This design comes from an exercise in tuning for small area on the open sky130 flow, not from production work.
The RTL was checked by simulation tests, not by an equivalence proof against the original design.
No driver is modelled on the clock port, so clock power and skew are understated where the tree is cut down; a real chip needs a root buffer or a tree.
No activity file was given, so power comes from the tool's default toggle rates.

==> module clock_24hr, before the edit <==
module clock_24hr(clk, rst, tick, sw0, sw1, sw2, sw3, btn0, btn1, btn2, ssd3, ssd2, ssd1, ssd0, alarm_set, leds);
	input clk;
	input rst;
	input tick;
	input sw0, sw1, sw2, sw3;
	input btn0, btn1, btn2;
	output [6:0] ssd0, ssd1, ssd2, ssd3;
	output alarm_set;
	output [9:0] leds;
	reg [6:0] cs;            
	reg [3:0] su, mu;        
	reg [2:0] st, mt;        
	reg [4:0] hr;            
	reg [3:0] amu;           
	reg [2:0] amt;           
	reg [4:0] ahr;           
	reg rp, rs, o0, o1, en1, led;
	reg [1:0] y;             
	assign alarm_set = ~sw3;
	assign leds = {10{led}};
	wire [3:0] su_i, mu_i, amu_i, mu1_i;
	wire [2:0] st_i, mt_i, amt_i, mt1_i;
	inc10 i_su (su, su_i);
	inc6  i_st (st, st_i);
	wire cs_wrap = cs[6] & cs[5] & cs[1] & cs[0];    
	wire cs98    = cs[6] & cs[5] & cs[1] & ~cs[0];   
	wire [6:0] cs_n = cs_wrap ? 7'd0 : cs + 7'd1;
	wire su9 = (su == 4'd9);
	wire st5 = (st == 3'd5);
	wire c_s = cs_wrap & su9;             
	wire c_m = c_s & st5;                 
	wire [3:0] su_n = cs_wrap ? (su9 ? 4'd0 : su_i) : su;
	wire [2:0] st_n = c_s ? (st5 ? 3'd0 : st_i) : st;
	wire setm = y[1];
	wire add_m = setm & ~btn0 & o0;
	wire add_h = setm & (btn0 == o0) & ~btn1 & o1;
	wire o0_n = setm ? btn0 : o0;
	wire o1_n = (setm & (btn0 == o0)) ? btn1 : o1;
	wire bm = ~y[0] & add_m, bh = ~y[0] & add_h;
	inc10 i_mu (mu, mu_i);
	inc6  i_mt (mt, mt_i);
	wire mu9 = (mu == 4'd9), mt5 = (mt == 3'd5);
	wire [3:0] mu1 = bm ? (mu9 ? 4'd0 : mu_i) : mu;
	wire [2:0] mt1 = (bm & mu9) ? (mt5 ? 3'd0 : mt_i) : mt;
	wire bhr = bh | (bm & mu9 & mt5);
	wire [4:0] hr1 = bhr ? ((hr == 5'd23) ? 5'd0 : hr + 5'd1) : hr;
	inc10 i_mu1 (mu1, mu1_i);
	inc6  i_mt1 (mt1, mt1_i);
	wire mu19 = (mu1 == 4'd9), mt15 = (mt1 == 3'd5);
	wire chr = c_m & mu19 & mt15;
	wire [3:0] mu_n = c_m ? (mu19 ? 4'd0 : mu1_i) : mu1;
	wire [2:0] mt_n = (c_m & mu19) ? (mt15 ? 3'd0 : mt1_i) : mt1;
	wire [4:0] hr_n = chr ? ((hr1 == 5'd23) ? 5'd0 : hr1 + 5'd1) : hr1;
	wire am = y[0] & add_m, ah = y[0] & add_h;
	inc10 i_amu (amu, amu_i);
	inc6  i_amt (amt, amt_i);
	wire amu9 = (amu == 4'd9), amt5 = (amt == 3'd5);
	wire [3:0] amu_n = am ? (amu9 ? 4'd0 : amu_i) : amu;
	wire [2:0] amt_n = (am & amu9) ? (amt5 ? 3'd0 : amt_i) : amt;
	wire ahinc = ah | (am & amu9 & amt5);
	wire [4:0] ahr_n = ahinc ? ((ahr == 5'd23) ? 5'd0 : ahr + 5'd1) : ahr;
	wire nobtn = btn0 & btn1 & btn2;
	wire match = (su == 4'd0) & (st == 3'd0) & (mu == amu) & (mt == amt) & (hr == ahr);
	wire ring = rp | (rs & match);
	reg [1:0] Y;
	always @(*) begin
		case (y)
			2'd0: Y = sw0 ? 2'd1 : sw1 ? 2'd2 : sw2 ? 2'd3 : 2'd0;
			2'd1: Y = sw0 ? 2'd1 : 2'd0;
			2'd2: Y = sw1 ? 2'd2 : 2'd0;
			default: Y = sw2 ? 2'd3 : 2'd0;
		endcase
	end
	always @(posedge clk) begin
		en1 <= tick & cs98;
		if (rst) begin
			cs <= 7'd0;
			su <= 4'd0; st <= 3'd0; mu <= 4'd0; mt <= 3'd0; hr <= 5'd0;
			amu <= 4'd0; amt <= 3'd0; ahr <= 5'd0;
			rp <= 1'b0; rs <= 1'b0; o0 <= 1'b1; o1 <= 1'b1; y <= 2'd0; led <= 1'b0;
		end else begin
			if (en1) led <= ring & ~led;
			if (tick) begin
				cs <= cs_n;
				su <= su_n; st <= st_n;
				mu <= mu_n; mt <= mt_n; hr <= hr_n;
				amu <= amu_n; amt <= amt_n; ahr <= ahr_n;
				rp <= ring & nobtn; rs <= sw3 & nobtn;
				o0 <= o0_n; o1 <= o1_n;
				y <= Y;
			end
		end
	end
	wire isB = ~y[1] & y[0], isD = y[1] & y[0];
	wire [2:0] ht;
	wire [3:0] hu;
	hour2dig h2d (isD ? ahr : hr, {ht, hu});
	wire [2:0] d3 = isB ? mt : ht;
	wire [3:0] d2 = isB ? mu : hu;
	wire [2:0] d1 = isB ? st : isD ? amt : mt;
	wire [3:0] d0 = isB ? su : isD ? amu : mu;
	ssdd6 seg3 (d3, ssd3);
	ssdd  seg2 (d2, ssd2);
	ssdd6 seg1 (d1, ssd1);
	ssdd  seg0 (d0, ssd0);
endmodule
clock: 600.0 ns
lec_check: 0
abc_area: 1
cap_margin: 20
core_margin: 2
core_utilization: 70
gpl_timing_driven: 0
slew_margin: 20
standard.sh (not shown) runs the stock make flow with config.mk's settings and CLKGATE_MAP_FILE= SYNTH_SCRIPT=/design/flow/synth_recipe.tcl, a recipe that flattens the netlist after the stock synthesis.
==> flow/flow/run.sh <==
#!/bin/bash
# Own layout flow: the standard synthesis, then the combinational logic between
# the registers re-mapped by ABC for area (registers kept as they are, by name
# and cell), then the standard layout with single-size port buffers.
set -euo pipefail
W=$(pwd)
F=$W/flow
R=$W/orfs/results/$FLOW_PLATFORM/clock_24hr/base
LIB=$FLOW_HOME/platforms/sky130hd/lib/sky130_fd_sc_hd__tt_025C_1v80.lib
YOSYS=$FLOW_HOME/../tools/install/yosys/bin/yosys

# 1. standard synthesis (the standard flow's script, unchanged)
bash standard.sh "$R/1_2_yosys.v" > "$W/1_standard_synth.log" 2>&1
cp "$R/1_2_yosys.v" "$W/standard_1_2_yosys.v"

# 2. re-map the combinational cells; flip-flops stay as black boxes
DONT_USE=""
for c in $(sed -n '/^export DONT_USE_CELLS/,/^$/p' "$FLOW_HOME/platforms/sky130hd/config.mk" | grep -o 'sky130_fd_sc_hd__[a-z0-9_]*'); do
  DONT_USE="$DONT_USE -dont_use $c"
done
# ABC's deepsyn is randomised: map with several seeds in parallel, keep the smallest
remap() {
  local S=$1
  sed "s/@SEED@/$S/" "$F/remap.abc" > "$W/remap_$S.abc"
  cat > "$W/remap_$S.ys" <<EOY
read_liberty -ignore_miss_func $LIB
blackbox sky130_fd_sc_hd__dfxtp_1
read_verilog $W/standard_1_2_yosys.v
hierarchy -top $FLOW_TOP
flatten
opt_clean
abc -script $W/remap_$S.abc -liberty $LIB $DONT_USE
opt_clean
write_verilog -noattr -nohex -nodec $W/remapped_raw_$S.v
design -reset
read_liberty -lib $LIB
read_verilog $W/remapped_raw_$S.v
hierarchy -top $FLOW_TOP
tee -o $W/remap_after_$S.txt stat -liberty $LIB
setundef -zero
splitnets
opt_clean -purge
hilomap -singleton -hicell sky130_fd_sc_hd__conb_1 HI -locell sky130_fd_sc_hd__conb_1 LO
insbuf -buf sky130_fd_sc_hd__buf_1 A X
opt_clean -purge
check -assert -mapped
write_verilog -noattr -nohex -nodec $W/remapped_$S.v
EOY
  "$YOSYS" -s "$W/remap_$S.ys" > "$W/2_remap_$S.log" 2>&1
}
for round in 0 1; do
  pids=""
  for k in 1 2 3 4; do remap $((round * 4 + k)) & pids="$pids $!"; done
  for p in $pids; do wait $p; done
done
best=""; bestarea=""
for S in 1 2 3 4 5 6 7 8; do
  a=$(grep -o "Chip area for module .*: [0-9.]*" "$W/remap_after_$S.txt" | awk '{print $NF}')
  echo "seed $S: $a" >> "$W/2_remap_choice.log"
  if [[ -z "$best" ]] || awk -v x="$a" -v y="$bestarea" 'BEGIN{exit !(x < y)}'; then best=$S; bestarea=$a; fi
done
echo "kept seed $best" >> "$W/2_remap_choice.log"
cp "$W/remapped_$best.v" "$W/remapped.v"
cp "$W/remapped.v" "$R/1_2_yosys.v"

# 3. the standard placement from the re-mapped netlist, with single-size port buffers
export BUFFER_PORTS_ARGS="-buffer_cell sky130_fd_sc_hd__buf_1"
export PRE_GLOBAL_PLACE_TCL="$F/pre_gpl.tcl"
bash standard.sh place > "$W/3_place.log" 2>&1

# 4. clock buffers in place of CTS
RESULTS=$R CLKBUF=${CLKBUF:-sky130_fd_sc_hd__clkbuf_8} CLKBUF_NX=${CLKBUF_NX:-3} CLKBUF_NY=${CLKBUF_NY:-1} \
  openroad -no_init -exit "$F/clock.tcl" > "$W/4_clock.log" 2>&1
cp "$R/3_place.sdc" "$R/4_cts.sdc"

# 5. the rest of the standard flow
bash standard.sh finish > "$W/5_finish.log" 2>&1
Other scripts of this flow, unchanged in this note and not shown: flow/flow/clock.tcl, flow/flow/pre_gpl.tcl, flow/flow/remap.abc
The starting point finished with timing, DRC and antenna clean.
Edit:
--- a/flow/design.v
+++ b/flow/design.v
@@ -119,15 +119,16 @@
 			default: Y = sw2 ? 2'd3 : 2'd0;
 		endcase
 	end
 	always @(posedge clk) begin
-		en1 <= tick & cs98;
 		if (rst) begin
+			en1 <= 1'b0;
 			cs <= 7'd0;
 			su <= 4'd0; st <= 3'd0; mu <= 4'd0; mt <= 3'd0; hr <= 5'd0;
 			amu <= 4'd0; amt <= 3'd0; ahr <= 5'd0;
 			rp <= 1'b0; rs <= 1'b0; o0 <= 1'b1; o1 <= 1'b1; y <= 2'd0; led <= 1'b0;
 		end else begin
+			en1 <= tick & cs98;
 			if (en1) led <= ring & ~led;
 			if (tick) begin
 				cs <= cs_n;
 				su <= su_n; st <= st_n;
Utilization grows by 0.45 points.
First-iteration DRC count shrinks by roughly a tenth.
Die area grows slightly.
Wire length shrinks by a few percent.
Total power shrinks by a few percent.
Worst setup slack improved by 0.017 ns.
Flip-flop and latch count is unchanged.
Final cell count shrinks slightly.
Sequential power barely changes.
Critical path depth stays the same.
Combinational power shrinks by a quarter to a third.
Sequential share of layout area shrinks by 0.21 points.
No run of this note takes its clock network from TritonCTS; it comes from the design's own scripts or RTL.

[port drivers added, routing unchanged]
The flow's constraints put no driver on any port. The routed layouts listed below were extracted and timed again, unchanged, in two steps.
Step 1 (the two cells are an assumption about what drives the block):
set clk [get_ports {clk}]
set_driving_cell -lib_cell sky130_fd_sc_hd__clkbuf_16 $clk
set_driving_cell -lib_cell sky130_fd_sc_hd__buf_2 [delete_from_list [all_inputs] $clk]
Step 2 times the ports against the registers' clock, not the clock port: input delays grow and output delays shrink by t, the midpoint of the rising clock arrivals with the driver on.
a / b / c = no drivers / after step 1 / after step 2; a / b = the first two.
run | t (ns) | setup slack, ns | worst hold slack (ns)
the first run | 0.198 | 359.719 / 359.693 / 359.693 | 0.470 / 0.470 / 0.470
the second run | 0.196 | 359.736 / 359.710 / 359.710 | 0.481 / 0.481 / 0.481
After both steps every run listed still meets setup and hold.
